What follows belongs to an exercise in optimizing a design on an open flow for small area and a short achievable clock period; a production flow would make more cautious choices.
In this exercise RTL edits were held to simulation tests only and were not proved equivalent to the original.
No activity file was given, so power comes from the tool's default toggle rates.

**flow/config.mk**
```make
export PLATFORM = sky130hd
export DESIGN_NAME = sysarray_flat
export DESIGN_NICKNAME = sysarray_flat
export VERILOG_FILES = /design/flow/design.v
export SDC_FILE = /design/flow/constraint.sdc
export NUM_CORES = 4
export LEC_CHECK = 0
export CAP_MARGIN = 20
export CORE_MARGIN = 2
export CORE_UTILIZATION = 40
export CTS_BUF_LIST = sky130_fd_sc_hd__clkbuf_4 sky130_fd_sc_hd__clkbuf_8
export SETUP_SLACK_MARGIN = 1.1
export SLEW_MARGIN = 20
export SYNTH_HIERARCHICAL = 1
export SYNTH_MINIMUM_KEEP_SIZE = 0
```
**flow/constraint.sdc**
```tcl
create_clock -name core_clock -period 5.0 [get_ports {clk}]
set_input_delay 1.0000 -clock core_clock [delete_from_list [all_inputs] [get_ports {clk}]]
set_output_delay 1.0000 -clock core_clock [all_outputs]
set_load 0.01 [all_outputs]
```
**flow/design.v**
```verilog
`default_nettype none
`timescale 1ns/1ns
module pe (
    input  logic        clk,
    input  logic        rst,
    input  logic        clr,
    input  logic [7:0]  a_in,
    input  logic [7:0]  b_in,
    output logic [17:0] acc_out
);
    logic [17:0] sum;
    logic pp0_0;
    logic pp0_1;
    logic pp0_2;
    logic pp0_3;
    logic pp0_4;
    logic pp0_5;
    logic pp0_6;
    logic pp0_7;
    logic pp1_0;
    logic pp1_1;
    logic pp1_2;
    logic pp1_3;
    logic pp1_4;
    logic pp1_5;
    logic pp1_6;
    logic pp1_7;
    logic pp2_0;
    logic pp2_1;
    logic pp2_2;
    logic pp2_3;
    logic pp2_4;
    logic pp2_5;
    logic pp2_6;
    logic pp2_7;
    logic pp3_0;
    logic pp3_1;
    logic pp3_2;
    logic pp3_3;
    logic pp3_4;
    logic pp3_5;
    logic pp3_6;
    logic pp3_7;
    logic pp4_0;
    logic pp4_1;
    logic pp4_2;
    logic pp4_3;
    logic pp4_4;
    logic pp4_5;
    logic pp4_6;
    logic pp4_7;
    logic pp5_0;
    logic pp5_1;
    logic pp5_2;
    logic pp5_3;
    logic pp5_4;
    logic pp5_5;
    logic pp5_6;
    logic pp5_7;
    logic pp6_0;
    logic pp6_1;
    logic pp6_2;
    logic pp6_3;
    logic pp6_4;
    logic pp6_5;
    logic pp6_6;
    logic pp6_7;
    logic pp7_0;
    logic pp7_1;
    logic pp7_2;
    logic pp7_3;
    logic pp7_4;
    logic pp7_5;
    logic pp7_6;
    logic pp7_7;
    logic ha_s0;
    logic ha_c0;
    logic fa_s0;
    logic fa_c0;
    logic ha_s1;
    logic ha_c1;
    logic fa_s1;
    logic fa_c1;
    logic fa_s2;
    logic fa_c2;
    logic ha_s2;
    logic ha_c2;
    logic fa1_s0;
    logic fa1_c0;
    logic fa_s3;
    logic fa_c3;
    logic fa_s4;
    logic fa_c4;
    logic fa_s5;
    logic fa_c5;
    logic fa_s6;
    logic fa_c6;
    logic fa_s7;
    logic fa_c7;
    logic ha_s3;
    logic ha_c3;
    logic fa_s8;
    logic fa_c8;
    logic ha_s4;
    logic ha_c4;
    logic fa_s9;
    logic fa_c9;
    logic fa_s10;
    logic fa_c10;
    logic fa_s11;
    logic fa_c11;
    logic fa_s12;
    logic fa_c12;
    logic fa_s13;
    logic fa_c13;
    logic fa_s14;
    logic fa_c14;
    logic iv_s0;
    logic fa_s15;
    logic fa_c15;
    logic fa_s16;
    logic fa_c16;
    logic fa_s17;
    logic fa_c17;
    logic fa_s18;
    logic fa_c18;
    logic fa_s19;
    logic fa_c19;
    logic fa_s20;
    logic fa_c20;
    logic fa_s21;
    logic fa_c21;
    logic fa_s22;
    logic fa_c22;
    logic fa_s23;
    logic fa_c23;
    logic ha_s5;
    logic ha_c5;
    logic fa_s24;
    logic fa_c24;
    logic fa_s25;
    logic fa_c25;
    logic fa_s26;
    logic fa_c26;
    logic fa_s27;
    logic fa_c27;
    logic fx_s0;
    logic fx_c0;
    logic fx_s0_xy;
    logic fx_s1;
    logic fx_c1;
    logic fx_s1_xy;
    logic fx_s2;
    logic fx_c2;
    logic fx_s2_xy;
    logic fx_s3;
    logic fx_c3;
    logic fx_s3_xy;
    logic fx_s4;
    logic fx_c4;
    logic fx_s4_xy;
    logic fa_s28;
    logic fa_c28;
    logic fa_s29;
    logic fa_c29;
    logic ha_s6;
    logic ha_c6;
    logic fa_s30;
    logic fa_c30;
    logic fa_s31;
    logic fa_c31;
    logic fa_s32;
    logic fa_c32;
    logic fx_s5;
    logic fx_c5;
    logic fx_s5_xy;
    logic fx_s6;
    logic fx_c6;
    logic fx_s6_xy;
    logic fx_s7;
    logic fx_c7;
    logic fx_s7_xy;
    logic fx_s8;
    logic fx_c8;
    logic fx_s8_xy;
    logic fx_s9;
    logic fx_c9;
    logic fx_s9_xy;
    logic fx_s10;
    logic fx_c10;
    logic fx_s10_xy;
    logic fx_s11;
    logic fx_c11;
    logic fx_s11_xy;
    logic fx_s12;
    logic fx_c12;
    logic fx_s12_xy;
    logic fx_s13;
    logic fx_c13;
    logic fx_s13_xy;
    logic fa_s33;
    logic fa_c33;
    logic ha_s7;
    logic ha_c7;
    logic rc_s0;
    logic rc_c0;
    logic rc_s1;
    logic rc_c1;
    logic rc_s2;
    logic rc_c2;
    logic pp_p4;
    logic pp_g4;
    logic pp_p5;
    logic pp_g5;
    logic pp_p6;
    logic pp_g6;
    logic pp_p7;
    logic pp_g7;
    logic pp_p8;
    logic pp_g8;
    logic pp_p9;
    logic pp_g9;
    logic pp_p10;
    logic pp_g10;
    logic pp_p11;
    logic pp_g11;
    logic pp_p12;
    logic pp_g12;
    logic pp_p13;
    logic pp_g13;
    logic pp_p14;
    logic pp_g14;
    logic pp_p15;
    logic pp_g15;
    logic iv_s1;
    logic pp_p16;
    logic pp_g16;
    logic iv_s2;
    logic pp_p17;
    logic pp_g17;
    logic iv_s3;
    logic pg1;
    logic pg2;
    logic pq3;
    logic pg4;
    logic pq5;
    logic pg6;
    logic pq7;
    logic pg8;
    logic pq9;
    logic pg10;
    logic pq11;
    logic pg12;
    logic pq13;
    logic pn14;
    logic pg15;
    logic pg16;
    logic pn17;
    logic pg18;
    logic pn19;
    logic pq20;
    logic pg21;
    logic pq22;
    logic pn23;
    logic pg24;
    logic pn25;
    logic pq26;
    logic pg27;
    logic pq28;
    logic pg29;
    logic pn30;
    logic pg31;
    logic pn32;
    logic pg33;
    logic pg34;
    logic pg35;
    logic pq36;
    logic pn37;
    logic pg38;
    logic pn39;
    logic pq40;
    logic pn41;
    logic pg42;
    logic pg43;
    logic pg44;
    logic pn45;
    logic pg46;
    logic pg47;
    logic pn48;
    logic pg49;
    assign pp0_0 = a_in[0] & b_in[0];
    assign pp0_1 = a_in[0] & b_in[1];
    assign pp0_2 = a_in[0] & b_in[2];
    assign pp0_3 = a_in[0] & b_in[3];
    assign pp0_4 = a_in[0] & b_in[4];
    assign pp0_5 = a_in[0] & b_in[5];
    assign pp0_6 = a_in[0] & b_in[6];
    assign pp0_7 = ~(a_in[0] & b_in[7]);
    assign pp1_0 = a_in[1] & b_in[0];
    assign pp1_1 = a_in[1] & b_in[1];
    assign pp1_2 = a_in[1] & b_in[2];
    assign pp1_3 = a_in[1] & b_in[3];
    assign pp1_4 = a_in[1] & b_in[4];
    assign pp1_5 = a_in[1] & b_in[5];
    assign pp1_6 = a_in[1] & b_in[6];
    assign pp1_7 = ~(a_in[1] & b_in[7]);
    assign pp2_0 = a_in[2] & b_in[0];
    assign pp2_1 = a_in[2] & b_in[1];
    assign pp2_2 = a_in[2] & b_in[2];
    assign pp2_3 = a_in[2] & b_in[3];
    assign pp2_4 = a_in[2] & b_in[4];
    assign pp2_5 = a_in[2] & b_in[5];
    assign pp2_6 = a_in[2] & b_in[6];
    assign pp2_7 = ~(a_in[2] & b_in[7]);
    assign pp3_0 = a_in[3] & b_in[0];
    assign pp3_1 = a_in[3] & b_in[1];
    assign pp3_2 = a_in[3] & b_in[2];
    assign pp3_3 = a_in[3] & b_in[3];
    assign pp3_4 = a_in[3] & b_in[4];
    assign pp3_5 = a_in[3] & b_in[5];
    assign pp3_6 = a_in[3] & b_in[6];
    assign pp3_7 = ~(a_in[3] & b_in[7]);
    assign pp4_0 = a_in[4] & b_in[0];
    assign pp4_1 = a_in[4] & b_in[1];
    assign pp4_2 = a_in[4] & b_in[2];
    assign pp4_3 = a_in[4] & b_in[3];
    assign pp4_4 = a_in[4] & b_in[4];
    assign pp4_5 = a_in[4] & b_in[5];
    assign pp4_6 = a_in[4] & b_in[6];
    assign pp4_7 = ~(a_in[4] & b_in[7]);
    assign pp5_0 = a_in[5] & b_in[0];
    assign pp5_1 = a_in[5] & b_in[1];
    assign pp5_2 = a_in[5] & b_in[2];
    assign pp5_3 = a_in[5] & b_in[3];
    assign pp5_4 = a_in[5] & b_in[4];
    assign pp5_5 = a_in[5] & b_in[5];
    assign pp5_6 = a_in[5] & b_in[6];
    assign pp5_7 = ~(a_in[5] & b_in[7]);
    assign pp6_0 = a_in[6] & b_in[0];
    assign pp6_1 = a_in[6] & b_in[1];
    assign pp6_2 = a_in[6] & b_in[2];
    assign pp6_3 = a_in[6] & b_in[3];
    assign pp6_4 = a_in[6] & b_in[4];
    assign pp6_5 = a_in[6] & b_in[5];
    assign pp6_6 = a_in[6] & b_in[6];
    assign pp6_7 = ~(a_in[6] & b_in[7]);
    assign pp7_0 = ~(a_in[7] & b_in[0]);
    assign pp7_1 = ~(a_in[7] & b_in[1]);
    assign pp7_2 = ~(a_in[7] & b_in[2]);
    assign pp7_3 = ~(a_in[7] & b_in[3]);
    assign pp7_4 = ~(a_in[7] & b_in[4]);
    assign pp7_5 = ~(a_in[7] & b_in[5]);
    assign pp7_6 = ~(a_in[7] & b_in[6]);
    assign pp7_7 = a_in[7] & b_in[7];
    ha u_ha_s0 (.x(acc_out[5]), .y(pp0_5), .s(ha_s0), .c(ha_c0));
    fa u_fa_s0 (.x(pp1_5), .y(acc_out[6]), .z(pp0_6), .s(fa_s0), .c(fa_c0));
    ha u_ha_s1 (.x(pp2_4), .y(pp3_3), .s(ha_s1), .c(ha_c1));
    fa u_fa_s1 (.x(pp1_6), .y(acc_out[7]), .z(pp0_7), .s(fa_s1), .c(fa_c1));
    fa u_fa_s2 (.x(pp4_3), .y(pp2_5), .z(pp3_4), .s(fa_s2), .c(fa_c2));
    ha u_ha_s2 (.x(pp5_2), .y(pp6_1), .s(ha_s2), .c(ha_c2));
    assign fa1_s0 = acc_out[8] ^ pp1_7;
    assign fa1_c0 = acc_out[8] | pp1_7;
    fa u_fa_s3 (.x(pp4_4), .y(pp2_6), .z(pp3_5), .s(fa_s3), .c(fa_c3));
    fa u_fa_s4 (.x(pp7_1), .y(pp5_3), .z(pp6_2), .s(fa_s4), .c(fa_c4));
    fa u_fa_s5 (.x(pp3_6), .y(acc_out[9]), .z(pp2_7), .s(fa_s5), .c(fa_c5));
    fa u_fa_s6 (.x(pp6_3), .y(pp4_5), .z(pp5_4), .s(fa_s6), .c(fa_c6));
    fa u_fa_s7 (.x(pp4_6), .y(acc_out[10]), .z(pp3_7), .s(fa_s7), .c(fa_c7));
    ha u_ha_s3 (.x(acc_out[3]), .y(pp0_3), .s(ha_s3), .c(ha_c3));
    fa u_fa_s8 (.x(pp1_3), .y(acc_out[4]), .z(pp0_4), .s(fa_s8), .c(fa_c8));
    ha u_ha_s4 (.x(pp2_2), .y(pp3_1), .s(ha_s4), .c(ha_c4));
    fa u_fa_s9 (.x(pp3_2), .y(pp1_4), .z(pp2_3), .s(fa_s9), .c(fa_c9));
    fa u_fa_s10 (.x(ha_s0), .y(pp4_1), .z(pp5_0), .s(fa_s10), .c(fa_c10));
    fa u_fa_s11 (.x(pp6_0), .y(pp4_2), .z(pp5_1), .s(fa_s11), .c(fa_c11));
    fa u_fa_s12 (.x(fa_s0), .y(ha_c0), .z(ha_s1), .s(fa_s12), .c(fa_c12));
    fa u_fa_s13 (.x(ha_s2), .y(pp7_0), .z(ha_c1), .s(fa_s13), .c(fa_c13));
    fa u_fa_s14 (.x(fa_s2), .y(fa_c0), .z(fa_s1), .s(fa_s14), .c(fa_c14));
    pinv u_iv_s0 (.a(fa1_s0), .y(iv_s0));
    fa u_fa_s15 (.x(fa_c1), .y(ha_c2), .z(iv_s0), .s(fa_s15), .c(fa_c15));
    fa u_fa_s16 (.x(fa_s4), .y(fa_c2), .z(fa_s3), .s(fa_s16), .c(fa_c16));
    fa u_fa_s17 (.x(fa_c3), .y(pp7_2), .z(fa1_c0), .s(fa_s17), .c(fa_c17));
    fa u_fa_s18 (.x(fa_s6), .y(fa_c4), .z(fa_s5), .s(fa_s18), .c(fa_c18));
    fa u_fa_s19 (.x(pp7_3), .y(pp5_5), .z(pp6_4), .s(fa_s19), .c(fa_c19));
    fa u_fa_s20 (.x(fa_s7), .y(fa_c5), .z(fa_c6), .s(fa_s20), .c(fa_c20));
    fa u_fa_s21 (.x(pp5_6), .y(acc_out[11]), .z(pp4_7), .s(fa_s21), .c(fa_c21));
    fa u_fa_s22 (.x(fa_c7), .y(pp6_5), .z(pp7_4), .s(fa_s22), .c(fa_c22));
    fa u_fa_s23 (.x(pp6_6), .y(acc_out[12]), .z(pp5_7), .s(fa_s23), .c(fa_c23));
    ha u_ha_s5 (.x(acc_out[2]), .y(pp0_2), .s(ha_s5), .c(ha_c5));
    fa u_fa_s24 (.x(pp3_0), .y(pp1_2), .z(pp2_1), .s(fa_s24), .c(fa_c24));
    fa u_fa_s25 (.x(ha_s4), .y(pp4_0), .z(ha_c3), .s(fa_s25), .c(fa_c25));
    fa u_fa_s26 (.x(fa_s9), .y(ha_c4), .z(fa_c8), .s(fa_s26), .c(fa_c26));
    fa u_fa_s27 (.x(fa_c10), .y(fa_c9), .z(fa_s11), .s(fa_s27), .c(fa_c27));
    xor2m u_fx_s0_xy (.a(fa_c11), .b(fa_s13), .y(fx_s0_xy));
    xor2m u_fx_s0 (.a(fx_s0_xy), .b(fa_c12), .y(fx_s0));
    maj3m u_fx_c0 (.a(fa_c11), .b(fa_s13), .c(fa_c12), .y(fx_c0));
    xor2m u_fx_s1_xy (.a(fa_c13), .b(fa_c14), .y(fx_s1_xy));
    xor2m u_fx_s1 (.a(fx_s1_xy), .b(fa_s15), .y(fx_s1));
    maj3m u_fx_c1 (.a(fa_c13), .b(fa_c14), .c(fa_s15), .y(fx_c1));
    xor2m u_fx_s2_xy (.a(fa_c15), .b(fa_c16), .y(fx_s2_xy));
    xor2m u_fx_s2 (.a(fx_s2_xy), .b(fa_s17), .y(fx_s2));
    maj3m u_fx_c2 (.a(fa_c15), .b(fa_c16), .c(fa_s17), .y(fx_c2));
    xor2m u_fx_s3_xy (.a(fa_s19), .b(fa_c17), .y(fx_s3_xy));
    xor2m u_fx_s3 (.a(fx_s3_xy), .b(fa_c18), .y(fx_s3));
    maj3m u_fx_c3 (.a(fa_s19), .b(fa_c17), .c(fa_c18), .y(fx_c3));
    xor2m u_fx_s4_xy (.a(fa_c19), .b(fa_s21), .y(fx_s4_xy));
    xor2m u_fx_s4 (.a(fx_s4_xy), .b(fa_c20), .y(fx_s4));
    maj3m u_fx_c4 (.a(fa_c19), .b(fa_s21), .c(fa_c20), .y(fx_c4));
    fa u_fa_s28 (.x(fa_s23), .y(pp7_5), .z(fa_c21), .s(fa_s28), .c(fa_c28));
    fa u_fa_s29 (.x(pp7_6), .y(acc_out[13]), .z(pp6_7), .s(fa_s29), .c(fa_c29));
    ha u_ha_s6 (.x(acc_out[1]), .y(pp0_1), .s(ha_s6), .c(ha_c6));
    fa u_fa_s30 (.x(ha_s5), .y(pp1_1), .z(pp2_0), .s(fa_s30), .c(fa_c30));
    fa u_fa_s31 (.x(fa_s24), .y(ha_c5), .z(ha_s3), .s(fa_s31), .c(fa_c31));
    fa u_fa_s32 (.x(fa_s25), .y(fa_c24), .z(fa_s8), .s(fa_s32), .c(fa_c32));
    xor2m u_fx_s5_xy (.a(fa_c25), .b(fa_s10), .y(fx_s5_xy));
    xor2m u_fx_s5 (.a(fx_s5_xy), .b(fa_s26), .y(fx_s5));
    maj3m u_fx_c5 (.a(fa_c25), .b(fa_s10), .c(fa_s26), .y(fx_c5));
    xor2m u_fx_s6_xy (.a(fa_c26), .b(fa_s12), .y(fx_s6_xy));
    xor2m u_fx_s6 (.a(fx_s6_xy), .b(fa_s27), .y(fx_s6));
    maj3m u_fx_c6 (.a(fa_c26), .b(fa_s12), .c(fa_s27), .y(fx_c6));
    xor2m u_fx_s7_xy (.a(fa_s14), .b(fa_c27), .y(fx_s7_xy));
    xor2m u_fx_s7 (.a(fx_s7_xy), .b(fx_s0), .y(fx_s7));
    maj3m u_fx_c7 (.a(fa_s14), .b(fa_c27), .c(fx_s0), .y(fx_c7));
    xor2m u_fx_s8_xy (.a(fa_s16), .b(fx_c0), .y(fx_s8_xy));
    xor2m u_fx_s8 (.a(fx_s8_xy), .b(fx_s1), .y(fx_s8));
    maj3m u_fx_c8 (.a(fa_s16), .b(fx_c0), .c(fx_s1), .y(fx_c8));
    xor2m u_fx_s9_xy (.a(fa_s18), .b(fx_c1), .y(fx_s9_xy));
    xor2m u_fx_s9 (.a(fx_s9_xy), .b(fx_s2), .y(fx_s9));
    maj3m u_fx_c9 (.a(fa_s18), .b(fx_c1), .c(fx_s2), .y(fx_c9));
    xor2m u_fx_s10_xy (.a(fa_s20), .b(fx_c2), .y(fx_s10_xy));
    xor2m u_fx_s10 (.a(fx_s10_xy), .b(fx_s3), .y(fx_s10));
    maj3m u_fx_c10 (.a(fa_s20), .b(fx_c2), .c(fx_s3), .y(fx_c10));
    xor2m u_fx_s11_xy (.a(fa_s22), .b(fx_s4), .y(fx_s11_xy));
    xor2m u_fx_s11 (.a(fx_s11_xy), .b(fx_c3), .y(fx_s11));
    maj3m u_fx_c11 (.a(fa_s22), .b(fx_s4), .c(fx_c3), .y(fx_c11));
    xor2m u_fx_s12_xy (.a(fa_c22), .b(fa_s28), .y(fx_s12_xy));
    xor2m u_fx_s12 (.a(fx_s12_xy), .b(fx_c4), .y(fx_s12));
    maj3m u_fx_c12 (.a(fa_c22), .b(fa_s28), .c(fx_c4), .y(fx_c12));
    xor2m u_fx_s13_xy (.a(fa_c23), .b(fa_s29), .y(fx_s13_xy));
    xor2m u_fx_s13 (.a(fx_s13_xy), .b(fa_c28), .y(fx_s13));
    maj3m u_fx_c13 (.a(fa_c23), .b(fa_s29), .c(fa_c28), .y(fx_c13));
    fa u_fa_s33 (.x(fa_c29), .y(acc_out[14]), .z(pp7_7), .s(fa_s33), .c(fa_c33));
    ha u_ha_s7 (.x(acc_out[0]), .y(pp0_0), .s(ha_s7), .c(ha_c7));
    fa u_rc_s0 (.x(ha_c7), .y(pp1_0), .z(ha_s6), .s(rc_s0), .c(rc_c0));
    fa u_rc_s1 (.x(rc_c0), .y(ha_c6), .z(fa_s30), .s(rc_s1), .c(rc_c1));
    fa u_rc_s2 (.x(rc_c1), .y(fa_c30), .z(fa_s31), .s(rc_s2), .c(rc_c2));
    pinv u_iv_s1 (.a(acc_out[15]), .y(iv_s1));
    pinv u_iv_s2 (.a(acc_out[16]), .y(iv_s2));
    pinv u_iv_s3 (.a(acc_out[17]), .y(iv_s3));
    assign sum[0] = ha_s7;
    assign sum[1] = rc_s0;
    assign sum[2] = rc_s1;
    assign sum[3] = rc_s2;
    ha u_hpg4 (.x(fa_c31), .y(fa_s32), .s(pp_p4), .c(pp_g4));
    ha u_hpg5 (.x(fa_c32), .y(fx_s5), .s(pp_p5), .c(pp_g5));
    ha u_hpg6 (.x(fx_c5), .y(fx_s6), .s(pp_p6), .c(pp_g6));
    ha u_hpg7 (.x(fx_c6), .y(fx_s7), .s(pp_p7), .c(pp_g7));
    ha u_hpg8 (.x(fx_c7), .y(fx_s8), .s(pp_p8), .c(pp_g8));
    ha u_hpg9 (.x(fx_c8), .y(fx_s9), .s(pp_p9), .c(pp_g9));
    ha u_hpg10 (.x(fx_c9), .y(fx_s10), .s(pp_p10), .c(pp_g10));
    ha u_hpg11 (.x(fx_c10), .y(fx_s11), .s(pp_p11), .c(pp_g11));
    ha u_hpg12 (.x(fx_c11), .y(fx_s12), .s(pp_p12), .c(pp_g12));
    ha u_hpg13 (.x(fx_c12), .y(fx_s13), .s(pp_p13), .c(pp_g13));
    ha u_hpg14 (.x(fx_c13), .y(fa_s33), .s(pp_p14), .c(pp_g14));
    ha u_hpg15 (.x(fa_c33), .y(iv_s1), .s(pp_p15), .c(pp_g15));
    ha u_hpg16 (.x(acc_out[15]), .y(iv_s2), .s(pp_p16), .c(pp_g16));
    ha u_hpg17 (.x(acc_out[16]), .y(iv_s3), .s(pp_p17), .c(pp_g17));
    paoi u_pg1 (.g1(pp_g4), .p1(pp_p4), .g0(rc_c2), .y(pg1));
    paoi u_pg2 (.g1(pp_g6), .p1(pp_p6), .g0(pp_g5), .y(pg2));
    pnand u_pq3 (.a(pp_p6), .b(pp_p5), .y(pq3));
    paoi u_pg4 (.g1(pp_g8), .p1(pp_p8), .g0(pp_g7), .y(pg4));
    pnand u_pq5 (.a(pp_p8), .b(pp_p7), .y(pq5));
    paoi u_pg6 (.g1(pp_g10), .p1(pp_p10), .g0(pp_g9), .y(pg6));
    pnand u_pq7 (.a(pp_p10), .b(pp_p9), .y(pq7));
    paoi u_pg8 (.g1(pp_g12), .p1(pp_p12), .g0(pp_g11), .y(pg8));
    pnand u_pq9 (.a(pp_p12), .b(pp_p11), .y(pq9));
    paoi u_pg10 (.g1(pp_g14), .p1(pp_p14), .g0(pp_g13), .y(pg10));
    pnand u_pq11 (.a(pp_p14), .b(pp_p13), .y(pq11));
    paoi u_pg12 (.g1(pp_g16), .p1(pp_p16), .g0(pp_g15), .y(pg12));
    pnand u_pq13 (.a(pp_p16), .b(pp_p15), .y(pq13));
    pinv u_pn14 (.a(pg1), .y(pn14));
    paoi u_pg15 (.g1(pp_g5), .p1(pp_p5), .g0(pn14), .y(pg15));
    poai u_pg16 (.g1(pg2), .p1(pq3), .g0(pg1), .y(pg16));
    pinv u_pn17 (.a(pg4), .y(pn17));
    paoi u_pg18 (.g1(pp_g9), .p1(pp_p9), .g0(pn17), .y(pg18));
    pinv u_pn19 (.a(pq5), .y(pn19));
    pnand u_pq20 (.a(pp_p9), .b(pn19), .y(pq20));
    poai u_pg21 (.g1(pg6), .p1(pq7), .g0(pg4), .y(pg21));
    pnor u_pq22 (.a(pq7), .b(pq5), .y(pq22));
    pinv u_pn23 (.a(pg8), .y(pn23));
    paoi u_pg24 (.g1(pp_g13), .p1(pp_p13), .g0(pn23), .y(pg24));
    pinv u_pn25 (.a(pq9), .y(pn25));
    pnand u_pq26 (.a(pp_p13), .b(pn25), .y(pq26));
    poai u_pg27 (.g1(pg10), .p1(pq11), .g0(pg8), .y(pg27));
    pnor u_pq28 (.a(pq11), .b(pq9), .y(pq28));
    paoi u_pg29 (.g1(pp_g7), .p1(pp_p7), .g0(pg16), .y(pg29));
    pinv u_pn30 (.a(pg16), .y(pn30));
    poai u_pg31 (.g1(pg4), .p1(pq5), .g0(pn30), .y(pg31));
    pinv u_pn32 (.a(pg16), .y(pn32));
    poai u_pg33 (.g1(pg18), .p1(pq20), .g0(pn32), .y(pg33));
    paoi u_pg34 (.g1(pg21), .p1(pq22), .g0(pg16), .y(pg34));
    paoi u_pg35 (.g1(pp_g15), .p1(pp_p15), .g0(pg27), .y(pg35));
    pnand u_pq36 (.a(pp_p15), .b(pq28), .y(pq36));
    pinv u_pn37 (.a(pg27), .y(pn37));
    poai u_pg38 (.g1(pg12), .p1(pq13), .g0(pn37), .y(pg38));
    pinv u_pn39 (.a(pq28), .y(pn39));
    pnor u_pq40 (.a(pq13), .b(pn39), .y(pq40));
    pinv u_pn41 (.a(pg34), .y(pn41));
    paoi u_pg42 (.g1(pp_g11), .p1(pp_p11), .g0(pn41), .y(pg42));
    poai u_pg43 (.g1(pg8), .p1(pq9), .g0(pg34), .y(pg43));
    poai u_pg44 (.g1(pg24), .p1(pq26), .g0(pg34), .y(pg44));
    pinv u_pn45 (.a(pg34), .y(pn45));
    paoi u_pg46 (.g1(pg27), .p1(pq28), .g0(pn45), .y(pg46));
    poai u_pg47 (.g1(pg35), .p1(pq36), .g0(pg34), .y(pg47));
    pinv u_pn48 (.a(pg34), .y(pn48));
    paoi u_pg49 (.g1(pg38), .p1(pq40), .g0(pn48), .y(pg49));
    assign sum[4] = pp_p4 ^ rc_c2;
    assign sum[5] = ~(pp_p5 ^ pg1);
    assign sum[6] = ~(pp_p6 ^ pg15);
    assign sum[7] = pp_p7 ^ pg16;
    assign sum[8] = ~(pp_p8 ^ pg29);
    assign sum[9] = pp_p9 ^ pg31;
    assign sum[10] = pp_p10 ^ pg33;
    assign sum[11] = ~(pp_p11 ^ pg34);
    assign sum[12] = ~(pp_p12 ^ pg42);
    assign sum[13] = pp_p13 ^ pg43;
    assign sum[14] = pp_p14 ^ pg44;
    assign sum[15] = ~(pp_p15 ^ pg46);
    assign sum[16] = pp_p16 ^ pg47;
    assign sum[17] = ~(pp_p17 ^ pg49);
    always_ff @(posedge clk) begin
        if (rst || clr) acc_out <= '0;
        else            acc_out <= sum;
    end
endmodule
module fa (
    input  logic x,
    input  logic y,
    input  logic z,
    output logic s,
    output logic c
);
    assign s = x ^ y ^ z;
    assign c = (x & y) | (x & z) | (y & z);
endmodule
module ha (
    input  logic x,
    input  logic y,
    output logic s,
    output logic c
);
    assign s = x ^ y;
    assign c = x & y;
endmodule
module xor2m (input logic a, input logic b, output logic y);
    assign y = a ^ b;
endmodule
module maj3m (input logic a, input logic b, input logic c, output logic y);
    assign y = (a & b) | (c & (a | b));
endmodule
module paoi (input logic g1, input logic p1, input logic g0, output logic y);
    assign y = ~(g1 | (p1 & g0));
endmodule
module poai (input logic g1, input logic p1, input logic g0, output logic y);
    assign y = ~(g1 & (p1 | g0));
endmodule
module pnand (input logic a, input logic b, output logic y);
    assign y = ~(a & b);
endmodule
module pnor (input logic a, input logic b, output logic y);
    assign y = ~(a | b);
endmodule
module pinv (input logic a, output logic y);
    assign y = ~a;
endmodule
`default_nettype none
`timescale 1ns/1ns
module sysarray (
    input  logic               clk,
    input  logic               rst,
    input  logic               clr,
    input  logic [2:0][7:0]    left,
    input  logic [2:0][7:0]    top,
    output logic [8:0][17:0]   out
);
    logic [2:0][2:0][7:0] a_in;   
    logic [2:0][2:0][7:0] b_in;   
    genvar r, c;
    generate
        for (r = 0; r < 3; r++) begin : g_row
            assign a_in[r][0] = left[r];
            assign b_in[0][r] = top[r];
            for (c = 0; c < 3; c++) begin : g_col
                if (c < 2) begin : g_hop
                    logic [7:0] a_q, b_q;
                    always_ff @(posedge clk) begin
                        if (rst) begin
                            a_q <= '0;
                            b_q <= '0;
                        end else begin
                            a_q <= a_in[r][c];
                            b_q <= b_in[c][r];
                        end
                    end
                    assign a_in[r][c+1] = a_q;
                    assign b_in[c+1][r] = b_q;
                end
                pe u_pe (
                    .clk(clk),
                    .rst(rst),
                    .clr(clr),
                    .a_in(a_in[r][c]),
                    .b_in(b_in[r][c]),
                    .acc_out(out[3*r+c])
                );
            end
        end
    endgenerate
endmodule
`default_nettype none
`timescale 1ns/1ns
module sysarray_flat (
    input  wire         clk,
    input  wire         rst,
    input  wire         clr,
    input  wire [23:0]  a_left,
    input  wire [23:0]  b_top,
    output wire [161:0] acc_out
);
    sysarray u_arr (
        .clk(clk),
        .rst(rst),
        .clr(clr),
        .left(a_left),
        .top(b_top),
        .out(acc_out)
    );
endmodule
```
**flow/flow/run.sh**
```bash
#!/bin/bash
set -euo pipefail
export BUFFER_PORTS_ARGS="-buffer_cell sky130_fd_sc_hd__buf_1"
export PRE_RESIZE_TCL="$PWD/flow/pre_resize.tcl"
bash standard.sh > standard.log 2>&1
```
**flow/flow/pre_resize.tcl**
```tcl
# Input-port buffers (named input* by buffer_ports) to buf_4.
set n 0
foreach inst [get_cells input*] {
  if { [get_property $inst ref_name] == "sky130_fd_sc_hd__buf_1" } {
    replace_cell $inst sky130_fd_sc_hd__buf_4
    incr n
  }
}
puts "pre_resize: $n input buffers made sky130_fd_sc_hd__buf_4"
```
**flow/standard.sh**
```bash
#!/bin/bash
# synth_recipe.tcl (not shown) runs the flow's synth.tcl, then flattens the netlist and writes it again
# the make line also repeats each setting of config.mk as NAME=value (left out here)
make -C /OpenROAD-flow-scripts/flow DESIGN_CONFIG=/design/flow/config.mk WORK_HOME=/design/flow/orfs CLKGATE_MAP_FILE= SYNTH_SCRIPT=/design/flow/synth_recipe.tcl "${@:-finish}"
```
==> results_dict.tcl, run 1 <==
set metrics [dict create \
    outcome "finished clean" \
    synth_seq_cells 258 \
    placed_area_sq_um 28870 \
    power_density_nw_per_um2 503.3 \
    grt_max_degree 47 \
    ys.flop_type "dfxtp_1" \
    start_util_pct 40.22 \
    die_area_sq_um 69260 \
    whs_ns 0.5558 \
    synth_nets 3277 \
    cts-root-buf "clkbuf_8" \
    worst_slew_pin_slew_ns 0.6630 \
    slowest_stage "fa_1" \
    num_rows 95 \
    timing.slew.headroom_pct 55.50 \
    yosysTopAreaCell "fa_1" \
    cp-start-kind "primary input" \
    syn2layout_area_growth_pct 12.51 \
    cts.reportedPaths.clkPinSlew_ns 0.06 \
    ir_drop_v 0.0005706 \
    drc_errors 0 \
    fin_worst_skew_ns 0.02133 \
    coreArea_sq_um 66800 \
    yosys_warnings 8 \
    cp.arrival_ns 4.23 \
    finalCriticalPeriod_ns 3.713 \
    grt_pass1_wl_mm 110.0 \
    worst_slack_ns 1.287 \
    fmax_mhz 269.3 \
    max-cap-violations 0 \
    viasPerCell 4.885 \
    crit_path_end_kind "flip-flop" \
    ys_seq_area_share_pct 19.22 \
    ctsHoldBuffers 0 \
    synthDistinctLibCells 19 \
    syn-instance-count 2686 \
    yosysMostFrequentCell "and2_1" \
    finalSetupTns_ns 0 \
    drt_pre_antenna_iters 5 \
    ant_nets 0 \
    cellLeakagePower_nw 13.66 \
    synth_edf_count 0 \
    final_layout_size_suffix_gt1_share_pct 17.90 \
    die_h_um 263.2 \
    cts.sinks 258 \
    final_max_slew_viol_count 0 \
    design_area_sq_um 30230 \
    overflow 0 \
    wl_per_cell_um 17.44 \
    synth-async-reset-ratio_pct 0 \
    grt_util_all_layers_pct 19.76 \
    fillers 6392 \
    final_nets 3518 \
    grt_antenna_before_repair 5 \
    min_period_over_period_pct 74.26 \
    place_ws_ns 0.5366 \
    synth_top_area_share_pct 24.81 \
    worstHoldPathType "reg2reg" \
    cts_buffers 54 \
    cts_max_level 2 \
    tritoncts "done" \
    die_w_um 263.2 \
    instances_no_fill 3841 \
    via_count 18770 \
    worst-setup-path-type "in2reg" \
    dp.cells 3741 \
    worst-path-max-fanout 9 \
    ios 213 \
    synth_area_leaders "fa_1 (25%), dfxtp_1 (19%), and2_1 (12%)" \
    cp.required_ns 5.52 \
    synth_area_sq_um 26870 \
    synthTopCellsByCount "and2_1 (495), fa_1 (333), xor2_1 (315), dfxtp_1 (258), ha_1 (207)" \
    cts_buffer_depth 3 \
    area.sequential_sq_um 5245 \
    multi_input_area_sq_um 21020 \
    crit_chain "buf_4, and2_1, ha_1, fa_1, fa_1, fa_1, a21oi_2, o21ai_1, a21oi_2, inv_1, a21oi_2, xor2_1, nor2_1" \
    io_buffers 212 \
    clock_latency_ns 0.65 \
    setup_viol 0 \
    wl_mm 67.00 \
    syn_area_per_cell_sq_um 10.00 \
    grt_setup_unrepaired "no" \
    dp_hpwl_mm 53.00 \
    globalplace.congestion 0.8334 \
    hold_viol 0 \
    max_stage_delay_ns 0.46 \
    grt_pass1_vias 20780 \
    drt-initial-drc-count 664 \
]
[cells in the final DEF (no fill, tap or decap), types with 12 or more instances in the layout]
| cell type | instances |
|---|---|
| nor2b_1 | 96 |
| maj3_2 | 126 |
| nand2_1 | 198 |
| inv_1 | 162 |
| xnor2_1 | 63 |
| buf_1 | 162 |
| nor2_1 | 153 |
| fa_1 | 313 |
| xor2_1 | 315 |
| buf_4 | 59 |
| o21ai_1 | 75 |
| clkbuf_4 | 14 |
| and2_4 | 12 |
| dfxtp_2 | 46 |
| fa_2 | 20 |
| dfxtp_1 | 206 |
| clkbuf_8 | 69 |
| and2_1 | 483 |
| a21oi_2 | 137 |
| ha_1 | 200 |
[sequential cells by signal (all words and copies together), names as in the netlist]
signal and count:
u_arr.g_row.g_col.g_hop.a_q 48, u_arr.g_row.g_col.u_pe.acc_out 162, u_arr.g_row.g_col.g_hop.b_q 48
[metal layers]
layer | GRT usage [%] | up-vias | wire length [um]
li1 | - | 9000 | -
met1 | 24.25 | 9357 | 28820
met2 | 34.88 | 306 | 33380
met3 | 3.900 | 98 | 3082
met4 | 6.069 | 4 | 1696
met5 | 0 | - | 30
[cell families (layout without fill, tap and decap cells)]
kind of cell	count (synthesis)	in the layout	share of synthesized area [%]
fa+ha+maj	666	666	39.73
simple gates	960	960	19.08
xor+xnor	378	378	12.32
buf+inv	199	479	3.432
flops	258	258	19.22
other cells	0	2	0
compound gates	225	225	6.203
[power by group]
group / total, mW / internal [mW] / switching [mW]
Sequential: 2.76 / 2.41 / 0.353
Clock: 2.51 / 1.48 / 1.03
Combinational: 9.94 / 4.39 / 5.55
Total: 15.2 / 8.27 / 6.94
[per-stage QoR]
| step | power, mW | utilization, % |
|---|---|---|
| after global routing | 16.69 | 45.25 |
| after CTS | 15.30 | 45.03 |
| after detailed placement | 12.63 | 43.21 |
| final | 15.21 | 45.25 |
| after floorplan | 10.83 | - |
| after global placement | 12.28 | 42.94 |
[per-module statistics from Yosys (local to each module, per instance), excerpt]
module / area [sq um] / cells inside
sysarray: 2600 / 202
pinv: 3.754 / 1
ha: 12.51 / 1
poai: 5.005 / 1
pe: 987.2 / 122
maj3m: 11.26 / 1
fa: 20.02 / 1
xor2m: 8.758 / 1
pnand: 3.754 / 1
paoi: 8.758 / 1
pnor: 3.754 / 1
[timing repair]
action                     in CTS  in global routing
setup buffers                   0                  3
gates resized for setup         9                 57
setup endpoints to repair      15                 46
[final cells by class]
type | instances | share of cell area [%]
clock inverter | 13 | 0.4967
timing repair buffer | 222 | 3.502
sequential | 258 | 17.35
tap | 873 | 3.613
antenna | 2 | 0.01656
clock buffer | 82 | 3.464
inverter | 162 | 2.012
multi-input combinational | 2229 | 69.54
[path summary, 6_finish.rpt]
| path | slack, ns | to | depth (start not counted) | from |
|---|---|---|---|---|
| max reg2reg | 1.30 | u_arr.g_row[1].g_col[1].u_pe.acc_out[15] | 12 | u_arr.g_row[1].g_col[0].g_hop.b_q[1] |
| min | 0.56 | u_arr.g_row[1].g_col[1].g_hop.a_q[1] | 1 | u_arr.g_row[1].g_col[0].g_hop.a_q[1] |
| max | 1.29 | u_arr.g_row[0].g_col[0].u_pe.acc_out[17] | 13 | b_top[2] |
| min reg2reg | 0.56 | u_arr.g_row[1].g_col[1].g_hop.a_q[1] | 1 | u_arr.g_row[1].g_col[0].g_hop.a_q[1] |
[critical path: cells and delay by family]
family / cells / cell delay, ns
buf+inv: 2 / 0.25
simple gates: 2 / 0.21
fa+ha+maj: 4 / 1.61
compound gates: 4 / 1.00
xor+xnor: 1 / 0.15
==> run 2: changes to the inputs <==
--- a/flow/config.mk
+++ b/flow/config.mk
@@ -9,6 +9,9 @@
 export CORE_MARGIN = 2
 export CORE_UTILIZATION = 40
 export CTS_BUF_LIST = sky130_fd_sc_hd__clkbuf_4 sky130_fd_sc_hd__clkbuf_8
+export CTS_CLUSTER_DIAMETER = 60
+export CTS_CLUSTER_SIZE = 16
+export PLACE_DENSITY = 0.75
 export SETUP_SLACK_MARGIN = 1.1
 export SLEW_MARGIN = 20
 export SYNTH_HIERARCHICAL = 1
==> results_dict.tcl, run 2 <==
set metrics [dict create \
    grt_util_all_layers_pct 19.13 \
    antenna_cells 0 \
    ys_seq_area_share_pct 19.22 \
    syn_area_per_cell_sq_um 10.00 \
    p_sw_mw 6.950 \
    synth_area_sq_um 26870 \
    combPwrFrac_pct 66.7 \
    rrSetupSlack_ns 1.26 \
    syn2layout_area_growth_pct 11.56 \
    cts.sinks 258 \
    synthDistinctLibCells 19 \
    worst-setup-path-type "in2reg" \
    p_seq_share_pct 18.6 \
    cellLeakagePower_nw 13.52 \
    grt_max_degree 42 \
    die_h_um 263.2 \
    cts.reportedPaths.clkPinSlew_ns 0.09 \
    finalSetupTns_ns 0 \
    io_buffers 212 \
    start_util_pct 40.22 \
    cts_buffers 39 \
    synth_nets 3277 \
    grt_antenna_before_repair 3 \
    synth_top_area_share_pct 24.81 \
    yosys_warnings 8 \
    final_max_slew_viol_count 0 \
    switching_share_pct 47.10 \
    ys.flop_type "dfxtp_1" \
    largest_reg_flops 162 \
    timing.slew.headroom_pct 47.15 \
    drt-initial-drc-count 843 \
    final_common_cell "and2_1" \
    met1_usage_pct 24.46 \
    design_area_sq_um 29970 \
    synth_edf_count 0 \
    setup_viol 0 \
    mostFrequentLayoutCells "and2_1 (483), xor2_1 (314), fa_1 (313), dfxtp_1 (223), ha_1 (200)" \
    worstHoldPathType "reg2reg" \
    cp.arrival_ns 4.24 \
    synth_seq_cells 258 \
    grt_pass1_vias 20060 \
    ios 213 \
    pwr-share-clk_pct 14.7 \
    wl_mm 65.14 \
    die_w_um 263.2 \
    hold_viol 0 \
    max-cap-violations 0 \
    cts_buffer_depth 3 \
    outcome "finished clean" \
    wl_per_cell_um 17.05 \
    tritoncts "done" \
    multi_input_area_sq_um 21020 \
    finalCriticalPeriod_ns 3.768 \
    ir_drop_v 0.0006037 \
    grt_setup_unrepaired "yes" \
    grt_pass1_wl_mm 106.0 \
    cts-root-buf "clkbuf_8" \
    busiest_layer "met2" \
    via_count 18750 \
    synth_area_leaders "fa_1 (25%), dfxtp_1 (19%), and2_1 (12%)" \
    fmax_mhz 265.4 \
    use_met3_pct 2.909 \
    crit_path_end_kind "flip-flop" \
    synthTopCellsByCount "and2_1 (495), fa_1 (333), xor2_1 (315), dfxtp_1 (258), ha_1 (207)" \
    area.sequential_sq_um 5209 \
    worst-path-max-fanout 9 \
    placed_area_sq_um 28920 \
    ant_nets 0 \
    grt_util_met2_pct 33.41 \
    die_area_sq_um 69260 \
    coreArea_sq_um 66800 \
    num_rows 95 \
    cp.required_ns 5.47 \
    synth-async-reset-ratio_pct 0 \
    worst_slew_pin_slew_ns 0.7927 \
    final_nets 3508 \
    power_density_nw_per_um2 492.3 \
    p_int_mw 7.806 \
    yosysMostFrequentCell "and2_1" \
    largestRegisters "u_arr.g_row.g_col.u_pe.acc_out x162, u_arr.g_row.g_col.g_hop.a_q x48, u_arr.g_row.g_col.g_hop.b_q x48" \
    viasPerCell 4.908 \
    fillers 6302 \
    top_register "u_arr.g_row.g_col.u_pe.acc_out" \
    clock_latency_ns 0.65 \
    drt_pre_antenna_iters 5 \
    min_period_over_period_pct 75.36 \
    cts_max_level 2 \
    overflow 0 \
    final_layout_size_suffix_gt1_share_pct 16.86 \
    drc_errors 0 \
    globalplace.congestion 0.8666 \
    yosysTopAreaCell "fa_1" \
    fin_worst_skew_ns 0.04510 \
    dp_hpwl_mm 51.39 \
    syn-instance-count 2686 \
    cp-start-kind "primary input" \
]
==> run 2: cell type report <==
class	instances	area share, %
Clock inverter	32	1.348
Multi-Input combinational cell	2229	70.14
Clock buffer	40	1.816
Tap cell	873	3.644
Timing Repair Buffer	227	3.648
Inverter	162	2.029
Sequential cell	258	17.38
==> run 2: modules after synthesis (local to each module, per instance), excerpt <==
module	flip-flops and latches	area [sq um]	cells inside	copies in the design
sysarray	96	2600	202	1
maj3m	0	11.26	1	126
poai	0	5.005	1	81
pe	18	987.2	122	9
pnand	0	3.754	1	81
xor2m	0	8.758	1	252
ha	0	12.51	1	198
paoi	0	8.758	1	144
pinv	0	3.754	1	144
fa	0	20.02	1	333
==> run 2: worst paths after layout <==
path,from,end,cells after the start
worst max-delay path,a_left[9],u_arr.g_row[1].g_col[0].u_pe.acc_out[16],12
worst min-delay path,u_arr.g_row[0].g_col[0].g_hop.b_q[3],u_arr.g_row[0].g_col[1].g_hop.b_q[3],1
worst max register to register,u_arr.g_row[1].g_col[0].g_hop.b_q[6],u_arr.g_row[1].g_col[1].u_pe.acc_out[12],14
worst min register to register,u_arr.g_row[0].g_col[0].g_hop.b_q[3],u_arr.g_row[0].g_col[1].g_hop.b_q[3],1
==> run 2: layer usage <==
metal / routed length [um] / part of all wire [%]
met1: 28690 / 44
met2: 32060 / 49
met3: 2763 / 4.2
met4: 1612 / 2.5
met5: 16 / 0.025
==> run 2: worst max-delay path, stage by stage <==
cell and delay [ns]:
buf_4 0.15, and2_1 0.18, fa_1 0.57, fa_1 0.46, maj3_2 0.33, ha_1 0.35
nand2_1 0.08, o21ai_1 0.52, a21oi_4 0.18, o21ai_1 0.21, xnor2_1 0.16, nor2_2 0.05
==> run 2: power groups by stage <==
| stage | Clock, mW | Combinational, mW | Sequential (mW) |
|---|---|---|---|
| after global placement | 0 | 9.49 | 2.80 |
| after floorplan | 0 | 8.03 | 2.80 |
| after CTS | 2.27 | 9.80 | 2.75 |
| after detailed placement | 0 | 9.71 | 2.79 |
| final | 2.17 | 9.84 | 2.75 |
| after global routing | 2.34 | 11.0 | 2.80 |
==> run 2: cell families after synthesis <==
| kind of cell | after synthesis | share of synthesized area, % |
|---|---|---|
| and+or+nand+nor | 960 | 19.08 |
| xor gates and xnor gates | 378 | 12.32 |
| adders and majority gates | 666 | 39.73 |
| DFF | 258 | 19.22 |
| AOI/OAI and AO/OA | 225 | 6.203 |
| buffers and inverters | 199 | 3.432 |
==> run 2: timing repair <==
| action | in CTS | in global routing |
|---|---|---|
| hold buffers | 0 | 0 |
| pin swaps | 0 | 1 |
| setup endpoints to repair | 15 | 40 |
| setup buffers | 0 | 1 |
| gates resized for setup | 7 | 36 |
==> run 2: stage by stage <==
step / util [%] / power [mW] / setup WS [ns] / hold slack [ns] / instances
after floorplan: - / 10.83 / 1.097 / 0.4361 / 2686
after global placement: 43.02 / 12.28 / 0.3944 / 0.5588 / 3748
after detailed placement: 43.29 / 12.50 / 0.5745 / 0.5650 / 3748
after CTS: 44.72 / 14.82 / 1.110 / 0.5665 / 3820
after global routing: 44.87 / 16.16 / 1.077 / 0.5692 / 3821
final: 44.87 / 14.76 / 1.232 / 0.5572 / 3821
==> run 3: changes to the inputs <==
--- a/flow/config.mk
+++ b/flow/config.mk
@@ -11,8 +11,8 @@
 export CTS_BUF_LIST = sky130_fd_sc_hd__clkbuf_4 sky130_fd_sc_hd__clkbuf_8
 export CTS_CLUSTER_DIAMETER = 60
 export CTS_CLUSTER_SIZE = 16
-export PLACE_DENSITY = 0.75
 export SETUP_SLACK_MARGIN = 1.1
 export SLEW_MARGIN = 20
 export SYNTH_HIERARCHICAL = 1
 export SYNTH_MINIMUM_KEEP_SIZE = 0
+export TNS_END_PERCENT = 0
==> results_dict.tcl, run 3 <==
set metrics [dict create \
    worst-setup-path-type "in2reg" \
    total_power_mw 14.71 \
    ant_nets 0 \
    timing.slew.headroom_pct 49.65 \
    final_max_slew_viol_count 0 \
    cts.reportedPaths.clkPinSlew_ns 0.09 \
    grt_max_degree 51 \
    cp.required_ns 5.48 \
    worst_slack_ns 1.212 \
    cts_max_level 2 \
    outcome "finished clean" \
    die_w_um 263.2 \
    synth_edf_count 0 \
    cts-root-buf "clkbuf_8" \
    tritoncts "done" \
    clock_latency_ns 0.63 \
    grt_pass1_vias 20630 \
    largestRegisters "u_arr.g_row.g_col.u_pe.acc_out x162, u_arr.g_row.g_col.g_hop.a_q x48, u_arr.g_row.g_col.g_hop.b_q x48" \
    start_util_pct 40.22 \
    grt_setup_unrepaired "yes" \
    cp-startpoint "a_left[22]" \
    top_register "u_arr.g_row.g_col.u_pe.acc_out" \
    finalSetupTns_ns 0 \
    synth_top_family_by_area "adder cells" \
    finalCriticalPeriod_ns 3.788 \
    ys.flop_type "dfxtp_1" \
    drt_pre_antenna_iters 5 \
    wl_mm 66.72 \
    top_layer_used "met5" \
    synthAdderAreaFrac_pct 39.73 \
    synth_top_area_share_pct 24.81 \
    overflow 0 \
    via_count 18710 \
    synth_area_leaders "fa_1 (25%), dfxtp_1 (19%), and2_1 (12%)" \
    setup_viol 0 \
    cellLeakagePower_nw 13.45 \
    cts_buffer_depth 3 \
    yosysTopAreaCell "fa_1" \
    largest_reg_flops 162 \
    coreArea_sq_um 66800 \
    max-cap-violations 0 \
    worst_slew_pin_slew_ns 0.7553 \
    syn2layout_area_growth_pct 11.11 \
    crit_path_end_kind "flip-flop" \
    power_density_nw_per_um2 492.8 \
    fmax_mhz 264.0 \
    placed_area_sq_um 28860 \
    place_ws_ns 0.5439 \
    num_rows 95 \
    synthTopCellsByCount "and2_1 (495), fa_1 (333), xor2_1 (315), dfxtp_1 (258), ha_1 (207)" \
    ir_drop_v 0.0003161 \
    synth-compound-area-share_pct 6.203 \
    mostFrequentLayoutCells "and2_1 (487), xor2_1 (315), fa_1 (315), dfxtp_1 (226), ha_1 (200)" \
    worst-path-max-fanout 5 \
    synth-async-reset-ratio_pct 0 \
    fin_worst_skew_ns 0.03390 \
    grt_antenna_before_repair 3 \
    met2_length_mm 33.46 \
    drc_errors 0 \
    final_nets 3505 \
    cp.arrival_ns 4.26 \
    final_common_cell "and2_1" \
    wl_per_cell_um 17.48 \
    hold_path.startpoint "u_arr.g_row[2].g_col[0].g_hop.b_q[5]" \
    yosys_warnings 8 \
    syn-instance-count 2686 \
    min_period_over_period_pct 75.76 \
    instances_no_fill 3817 \
    die_area_sq_um 69260 \
    design_area_sq_um 29850 \
    ios 213 \
    synth_seq_cells 258 \
    ys_seq_area_share_pct 19.22 \
    synth_nets 3277 \
    grt_pass1_wl_mm 109.3 \
    wl_met3_mm 3.068 \
    grt_util_all_layers_pct 19.71 \
    cts_buffers 40 \
    io_buffers 212 \
    muxShareOfSynthArea_pct 0 \
    hold_viol 0 \
    cp-start-kind "primary input" \
    drt-initial-drc-count 683 \
    cts.sinks 258 \
    synth_xor_xnor_area_share_pct 12.32 \
    synth_area_sq_um 26870 \
    die_h_um 263.2 \
    yosysMostFrequentCell "and2_1" \
    fin_util_pct 44.69 \
    viasPerCell 4.901 \
    globalplace.congestion 0.8361 \
    synth_simple_gate_area_share_pct 19.08 \
    syn_area_per_cell_sq_um 10.00 \
    final_layout_size_suffix_gt1_share_pct 16.21 \
    worstHoldPathType "reg2reg" \
    met1_length_mm 28.44 \
    whs_ns 0.5640 \
    dp.cells 3744 \
    synthDistinctLibCells 19 \
    dp_hpwl_mm 53.72 \
    r2r-start "u_arr.g_row[1].g_col[1].g_hop.a_q[4]" \
]
## run 3: changes by cell type in the layout (fill, tap and decap cells not counted), sizes merged
cell	previous run	this run
clkbuf	42	47
clkinv	12	8
inv	173	171
clkinvlp	5	8
diode	0	1
bufinv	4	1
buf	225	221
## run 3: layer usage
layer	track usage, %	up-vias
li1	-	8969
met1	24.49	9328
met2	34.78	316
met3	3.611	90
met4	5.776	4
met5	0	-
## run 3: logic make-up after synthesis
kind of cell | count (synthesis)
AO/OA/AOI/OAI | 225
XOR/XNOR | 378
adder cells (fa/ha/maj) | 666
buffers and inverters | 199
flip-flops | 258
AND/OR/NAND/NOR | 960
## run 3: worst paths after layout
kind	endpoint	slack [ns]	depth (start not counted)
setup / recovery	u_arr.g_row[2].g_col[0].u_pe.acc_out[17]	1.21	15
hold / removal	u_arr.g_row[2].g_col[1].g_hop.b_q[5]	0.56	1
setup reg to reg	u_arr.g_row[1].g_col[2].u_pe.acc_out[12]	1.24	14
hold reg to reg	u_arr.g_row[2].g_col[1].g_hop.b_q[5]	0.56	1
## run 3: area by class of cell
type | count | area [sq um]
Multi-Input combinational cell | 2229 | 21000
Timing Repair Buffer | 223 | 1064
Fill cell | 6389 | 36950
Clock inverter | 26 | 284.0
Inverter | 162 | 608.1
Clock buffer | 45 | 600.6
Antenna cell | 1 | 2.502
Sequential cell | 258 | 5205
Tap cell | 873 | 1092
## run 3: worst max-delay path: stages
cell	delay, ns
buf_4	0.15
buf_4	0.16
and2_1	0.16
fa_1	0.46
fa_1	0.43
maj3_2	0.36
maj3_2	0.32
ha_1	0.35
a21oi_2	0.09
o21ai_1	0.27
inv_1	0.08
o21ai_1	0.17
a21oi_2	0.06
xor2_1	0.15
nor2_1	0.05
## run 3: repair_timing
item | 4_1_cts | 5_1_grt
setup buffers | 0 | 1
setup endpoints to repair | 7 | 53
pin swaps | 0 | 1
endpoints found under the hold margin | 0 | 0
hold buffers | 0 | 0
gates resized for setup | 2 | 38
## run 3: power breakdown
part | total (mW) | leakage (nW) | switching, mW | internal [mW]
Combinational | 9.95 | 10.9 | 5.59 | 4.36
Sequential | 2.75 | 2.13 | 0.350 | 2.40
Clock | 2.01 | 0.423 | 1.08 | 0.931
## run 3: modules after synthesis (local to each module, per instance), a selection
module | cells | cell area [sq um]
sysarray | 202 | 2600
pe | 122 | 987.2
fa | 1 | 20.02
ha | 1 | 12.51
maj3m | 1 | 11.26
paoi | 1 | 8.758
xor2m | 1 | 8.758
poai | 1 | 5.005
pinv | 1 | 3.754
pnand | 1 | 3.754
pnor | 1 | 3.754
==> run 4: changes to the inputs <==
--- a/flow/config.mk
+++ b/flow/config.mk
@@ -15,4 +15,4 @@
 export SLEW_MARGIN = 20
 export SYNTH_HIERARCHICAL = 1
 export SYNTH_MINIMUM_KEEP_SIZE = 0
-export TNS_END_PERCENT = 0
+export TNS_END_PERCENT = 30
==> results_dict.tcl, run 4 <==
set metrics [dict create \
    drc_errors 0 \
    io_buffers 212 \
    postCtsSetupRepairBufs 0 \
    viasPerCell 4.893 \
    globalplace.congestion 0.8441 \
    synth_edf_count 0 \
    p_seq_share_pct 18.7 \
    num_rows 95 \
    ios 213 \
    met2_length_mm 33.67 \
    wl_per_cell_um 17.44 \
    cp.arrival_ns 4.32 \
    coreArea_sq_um 66800 \
    worst-setup-path-type "reg2reg" \
    die_h_um 263.2 \
    yosysTopAreaCell "fa_1" \
    outcome "finished clean" \
    hold_viol 0 \
    wl_mm 66.52 \
    p_sw_mw 6.932 \
    worstHoldPathType "reg2reg" \
    grt_antenna_before_repair 2 \
    switching_share_pct 47.20 \
    synth-async-reset-ratio_pct 0 \
    largest_reg_flops 162 \
    syn2layout_area_growth_pct 11.11 \
    instances_no_fill 3815 \
    grt_pass1_vias 20420 \
    syn_area_per_cell_sq_um 10.00 \
    combPwrFrac_pct 67.5 \
    final_common_cell "and2_1" \
    mostFrequentLayoutCells "and2_1 (487), xor2_1 (315), fa_1 (315), dfxtp_1 (224), ha_1 (200)" \
    placed_area_sq_um 28870 \
    met1_length_mm 28.49 \
    cts-root-buf "clkbuf_8" \
    ant_nets 0 \
    design_area_sq_um 29850 \
    grt_max_degree 44 \
    die_w_um 263.2 \
    tritoncts "done" \
    grt_pass1_wl_mm 108.4 \
    ctsHoldBuffers 0 \
    yosys_warnings 8 \
    setup_viol 0 \
    top_layer_used "met5" \
    syn-instance-count 2686 \
    overflow 0 \
    finalSetupTns_ns 0 \
    grt_setup_unrepaired "yes" \
    synthTopCellsByCount "and2_1 (495), fa_1 (333), xor2_1 (315), dfxtp_1 (258), ha_1 (207)" \
    final_layout_size_suffix_gt1_share_pct 16.32 \
    synthDistinctLibCells 19 \
    p_int_mw 7.756 \
    die_area_sq_um 69260 \
    fmax_mhz 260.4 \
    via_count 18670 \
    crit_chain "and2_1, fa_1, fa_1, maj3_2, xor2_1, xor2_1, ha_1, a21oi_2, o21ai_1, a21oi_2, inv_1, a21oi_2, xor2_1, nor2_1" \
    place_ws_ns 0.5227 \
    timing.slew.headroom_pct 55.10 \
    crit_path_end_kind "flip-flop" \
    hold_depth 1 \
    cts.reportedPaths.clkPinSlew_ns 0.10 \
    start_util_pct 40.22 \
    drt_pre_antenna_iters 5 \
    top_register "u_arr.g_row.g_col.u_pe.acc_out" \
    cts_max_level 2 \
    final_max_slew_viol_count 0 \
    pwr-share-clk_pct 13.8 \
    final_nets 3503 \
    clock_latency_ns 0.63 \
    ys_seq_area_share_pct 19.22 \
    ir_drop_v 0.0004216 \
    max-cap-violations 0 \
    synth_area_leaders "fa_1 (25%), dfxtp_1 (19%), and2_1 (12%)" \
    synth_area_sq_um 26870 \
    min_period_over_period_pct 76.79 \
    max_stage_delay_ns 0.52 \
    cts_buffer_depth 3 \
    fin_worst_skew_ns 0.04383 \
    synth_top_area_share_pct 24.81 \
    yosysMostFrequentCell "and2_1" \
    cellLeakagePower_nw 13.48 \
    synth_seq_cells 258 \
    cts.sinks 258 \
    dp.cells 3745 \
    largestRegisters "u_arr.g_row.g_col.u_pe.acc_out x162, u_arr.g_row.g_col.g_hop.a_q x48, u_arr.g_row.g_col.g_hop.b_q x48" \
    r2r_cells 14 \
    drt-initial-drc-count 640 \
    cp.required_ns 5.48 \
    wl_met3_mm 2.809 \
    worst_slack_ns 1.160 \
    grt_util_all_layers_pct 19.48 \
    cp-start-kind "flip-flop" \
    worst-path-max-fanout 9 \
    finalCriticalPeriod_ns 3.840 \
    cts_buffers 38 \
    slowest_stage "dfxtp_1" \
    ys.flop_type "dfxtp_1" \
    dp_hpwl_mm 53.56 \
    synth_nets 3277 \
    worst_slew_pin_slew_ns 0.6735 \
    power_density_nw_per_um2 492.0 \
]
[run 4: cell types whose count changed in the layout (fill, tap and decap cells not counted), moves of 2 or more]
cell,before,now
a21oi_4,8,6
dfxtp_1,226,224
o21ai_1,80,77
clkinv_8,5,2
o21ai_2,1,4
clkinv_2,0,6
clkinvlp_4,8,1
bufinv_16,1,3
clkbuf_4,4,2
a21oi_2,136,138
dfxtp_4,0,3
[run 4: metal layers]
layer | up-vias | track usage (%)
met5 | - | 0
met4 | 2 | 5.359
met3 | 86 | 3.358
met2 | 335 | 34.63
met1 | 9272 | 24.25
li1 | 8973 | -
[run 4: worst max-delay path: cells and delay by family, from the launching register on]
family                   cells  cell delay [ns]
adder cells (fa/ha/maj)      4             1.56
flip-flops                   1             0.52
AO/OA/AOI/OAI                4             0.74
XOR/XNOR                     3             0.50
buffers and inverters        1             0.10
AND/OR/NAND/NOR              2             0.28
[run 4: path summary, 6_finish.rpt]
check	startpoint	end	slack (ns)
worst max-delay path	u_arr.g_row[2].g_col[0].g_hop.b_q[6]	u_arr.g_row[1].g_col[2].u_pe.acc_out[12]	1.16
worst min-delay path	u_arr.g_row[1].g_col[0].g_hop.a_q[3]	u_arr.g_row[1].g_col[1].g_hop.a_q[3]	0.55
worst max register to register	u_arr.g_row[2].g_col[0].g_hop.b_q[6]	u_arr.g_row[1].g_col[2].u_pe.acc_out[12]	1.16
worst min register to register	u_arr.g_row[1].g_col[0].g_hop.a_q[3]	u_arr.g_row[1].g_col[1].g_hop.a_q[3]	0.55
[run 4: kinds of logic after synthesis]
logic type,count (synthesis),share of synthesized area [%]
AND/OR/NAND/NOR,960,19.08
buffers and inverters,199,3.432
adder cells (fa/ha/maj),666,39.73
AO/OA/AOI/OAI,225,6.203
XOR/XNOR,378,12.32
flip-flops,258,19.22
[run 4: Yosys stat by module, one instance, submodules excluded, excerpt]
module    cells inside  copies in the design
paoi                 1                   144
sysarray           202                     1
pinv                 1                   144
poai                 1                    81
pe                 122                     9
fa                   1                   333
[run 4: cell type report]
cell class	count	area (sq um)
Clock buffer	44	599.3
Fill cell	6384	36950
Sequential cell	258	5215
Timing Repair Buffer	223	1064
Tap cell	873	1092
Antenna cell	1	2.502
Clock inverter	25	279.0
Multi-Input combinational cell	2229	20990
Inverter	162	608.1
[run 4: power groups by stage]
stage | sequential, mW | clock (mW) | combinational [mW]
floorplan | 2.80 | 0 | 8.03
global placement | 2.80 | 0 | 9.53
finish | 2.75 | 2.02 | 9.91
CTS | 2.76 | 2.13 | 9.94
detailed placement | 2.81 | 0 | 9.84
global route | 2.81 | 2.21 | 11.1
[run 4: repair_timing]
item,4_1_cts,5_1_grt
resized for setup,7,37
setup endpoints to repair,12,48
cloned,0,0
pin swaps,0,1
[run 4: through the flow]
stage | hold slack, ns | util (%) | total power [mW]
final | 0.5476 | 44.69 | 14.69
after global routing | 0.5709 | 44.69 | 16.15
after CTS | 0.5473 | 44.56 | 14.83
after detailed placement | 0.5748 | 43.22 | 12.65
after global placement | 0.5514 | 42.95 | 12.34
after floorplan | 0.4361 | - | 10.82
==> run 5: changes to the inputs <==
--- a/flow/config.mk
+++ b/flow/config.mk
@@ -15,4 +15,3 @@
 export SLEW_MARGIN = 20
 export SYNTH_HIERARCHICAL = 1
 export SYNTH_MINIMUM_KEEP_SIZE = 0
-export TNS_END_PERCENT = 30
==> results_dict.tcl, run 5 <==
set metrics [dict create \
    synth_area_leaders "fa_1 (25%), dfxtp_1 (19%), and2_1 (12%)" \
    io_buffers 212 \
    fmax_mhz 268.0 \
    final_common_cell "and2_1" \
    cts.reportedPaths.clkPinSlew_ns 0.08 \
    synth_area_sq_um 26870 \
    synth_top_area_share_pct 24.81 \
    crit_chain "buf_4, and2_1, ha_1, fa_1, fa_1, fa_1, a21oi_2, o21ai_1, a21oi_2, inv_1, a21oi_2, xor2_1, nor2_1" \
    ir_drop_v 0.0005528 \
    cp.arrival_ns 4.23 \
    muxShareOfSynthArea_pct 0 \
    synth-compound-area-share_pct 6.203 \
    worst-setup-path-type "in2reg" \
    slowest_stage "fa_1" \
    ys_seq_area_share_pct 19.22 \
    instances_no_fill 3823 \
    wl_mm 66.83 \
    syn_area_per_cell_sq_um 10.00 \
    worstHoldPathType "reg2reg" \
    ys.flop_type "dfxtp_1" \
    fin_worst_skew_ns 0.02586 \
    die_w_um 263.2 \
    final_layout_size_suffix_gt1_share_pct 17.40 \
    clock_latency_ns 0.63 \
    grt_max_degree 47 \
    synth_edf_count 0 \
    max_stage_delay_ns 0.46 \
    final_nets 3507 \
    drt-initial-drc-count 631 \
    drt_pre_antenna_iters 4 \
    overflow 0 \
    yosysTopAreaCell "fa_1" \
    min_period_over_period_pct 74.63 \
    coreArea_sq_um 66800 \
    place_ws_ns 0.5366 \
    mostFrequentLayoutCells "and2_1 (483), xor2_1 (315), fa_1 (313), dfxtp_1 (207), ha_1 (200)" \
    synth_simple_gate_area_share_pct 19.08 \
    synthAdderAreaFrac_pct 39.73 \
    dp.cells 3741 \
    yosysMostFrequentCell "and2_1" \
    cts-root-buf "clkbuf_8" \
    setup_viol 0 \
    die_area_sq_um 69260 \
    crit_path_end_kind "flip-flop" \
    cts_max_level 2 \
    globalplace.congestion 0.8334 \
    tritoncts "done" \
    wl_per_cell_um 17.48 \
    synthDistinctLibCells 19 \
    largest_reg_flops 162 \
    ant_nets 0 \
    synth_top_family_by_area "adder cells" \
    synth_seq_cells 258 \
    grt_setup_unrepaired "yes" \
    cts_buffer_depth 3 \
    cp.required_ns 5.49 \
    dp_hpwl_mm 53.00 \
    syn2layout_area_growth_pct 11.69 \
    drc_errors 0 \
    grt_pass1_vias 20670 \
    path_delay_family "adder cells" \
    synth-async-reset-ratio_pct 0 \
    ios 213 \
    worst_slew_pin_slew_ns 0.6511 \
    worst-path-max-fanout 9 \
    synth_xor_xnor_area_share_pct 12.32 \
    yosys_warnings 8 \
    die_h_um 263.2 \
    largestRegisters "u_arr.g_row.g_col.u_pe.acc_out x162, u_arr.g_row.g_col.g_hop.a_q x48, u_arr.g_row.g_col.g_hop.b_q x48" \
    hold_viol 0 \
    grt_util_all_layers_pct 19.72 \
    final_max_slew_viol_count 0 \
    crit_buf_inv 2 \
    grt_antenna_before_repair 5 \
    cts.sinks 258 \
    cp-start-kind "primary input" \
    via_count 18690 \
    top_register "u_arr.g_row.g_col.u_pe.acc_out" \
    grt_pass1_wl_mm 109.8 \
    cts_buffers 41 \
    timing.slew.headroom_pct 56.30 \
    outcome "finished clean" \
    synthTopCellsByCount "and2_1 (495), fa_1 (333), xor2_1 (315), dfxtp_1 (258), ha_1 (207)" \
    finalCriticalPeriod_ns 3.732 \
    num_rows 95 \
    syn-instance-count 2686 \
    power_density_nw_per_um2 495.9 \
    worst_slack_ns 1.268 \
    start_util_pct 40.22 \
    max-cap-violations 0 \
    synth_nets 3277 \
    total_power_mw 14.88 \
    finalSetupTns_ns 0 \
    viasPerCell 4.888 \
    fin_util_pct 44.92 \
    cellLeakagePower_nw 13.53 \
]
==> run 5: final timing paths <==
kind,start,to,slack [ns],cells past startpoint
max reg2reg,u_arr.g_row[1].g_col[0].g_hop.b_q[1],u_arr.g_row[1].g_col[1].u_pe.acc_out[17],1.29,12
min,u_arr.g_row[2].g_col[0].g_hop.a_q[2],u_arr.g_row[2].g_col[1].g_hop.a_q[2],0.55,1
max,b_top[2],u_arr.g_row[0].g_col[0].u_pe.acc_out[17],1.27,13
min reg2reg,u_arr.g_row[2].g_col[0].g_hop.a_q[2],u_arr.g_row[2].g_col[1].g_hop.a_q[2],0.55,1
==> run 5: stage by stage <==
stage / area, sq um / hold WS (ns)
2_1_floorplan: 27060 / 0.4361
3_3_place_gp: 28680 / 0.5570
3_5_place_dp: 28870 / 0.5657
4_1_cts: 29850 / 0.5840
5_1_grt: 30010 / 0.5591
6_report: 30010 / 0.5480
==> run 5: logic make-up (layout without fill, tap and decap cells) <==
logic type                 count (synthesis)  count (layout)
other                                      0               1
buffers and inverters                    199             462
DFF                                      258             258
AOI/OAI and AO/OA                        225             225
adders and majority gates                666             666
xor gates and xnor gates                 378             378
and+or+nand+nor                          960             960
==> run 5: routing by layer <==
metal  GRT usage (%)  up-vias  share of wire [%]
met5               0        -              0.045
met4           5.884        4                2.7
met3           3.648       88                4.2
met2           34.86      275                 50
met1           24.39     9345                 43
li1                -     8975                  -
==> run 5: Yosys stat by module (local to each module, per instance), excerpt <==
| module | flip-flops and latches | times used |
|---|---|---|
| ha | 0 | 198 |
| pnand | 0 | 81 |
| paoi | 0 | 144 |
| pinv | 0 | 144 |
| fa | 0 | 333 |
| maj3m | 0 | 126 |
| xor2m | 0 | 252 |
| pe | 18 | 9 |
| poai | 0 | 81 |
==> run 5: repair_timing <==
| item | in CTS | in global routing |
|---|---|---|
| resized for setup | 10 | 55 |
| setup buffers | 0 | 5 |
| hold buffers | 0 | 0 |
| setup endpoints to repair | 15 | 46 |
==> run 5: cell type report <==
cell class / instances / area [sq um]
fill: 6423 / 36790
multi-input combinational: 2229 / 21020
sequential: 258 / 5244
tap: 873 / 1092
timing repair buffer: 224 / 1074
clock buffer: 45 / 619.3
inverter: 162 / 608.1
clock inverter: 31 / 346.6
antenna: 1 / 2.502
==> run 5: power breakdown <==
part / total [mW] / internal (mW) / switching [mW] / leakage, nW
combinational: 9.95 / 4.40 / 5.55 / 10.9
sequential: 2.75 / 2.40 / 0.352 / 2.14
clock: 2.18 / 1.10 / 1.08 / 0.479

Re-timed with assumed drivers on the ports (clkbuf_16 on the clock, buf_2 on other inputs), run 5 has 1.295 ns of setup slack against 1.268 ns with ideal ports, and 0.629 ns once port delays also move by the mid clock arrival of 0.674 ns.
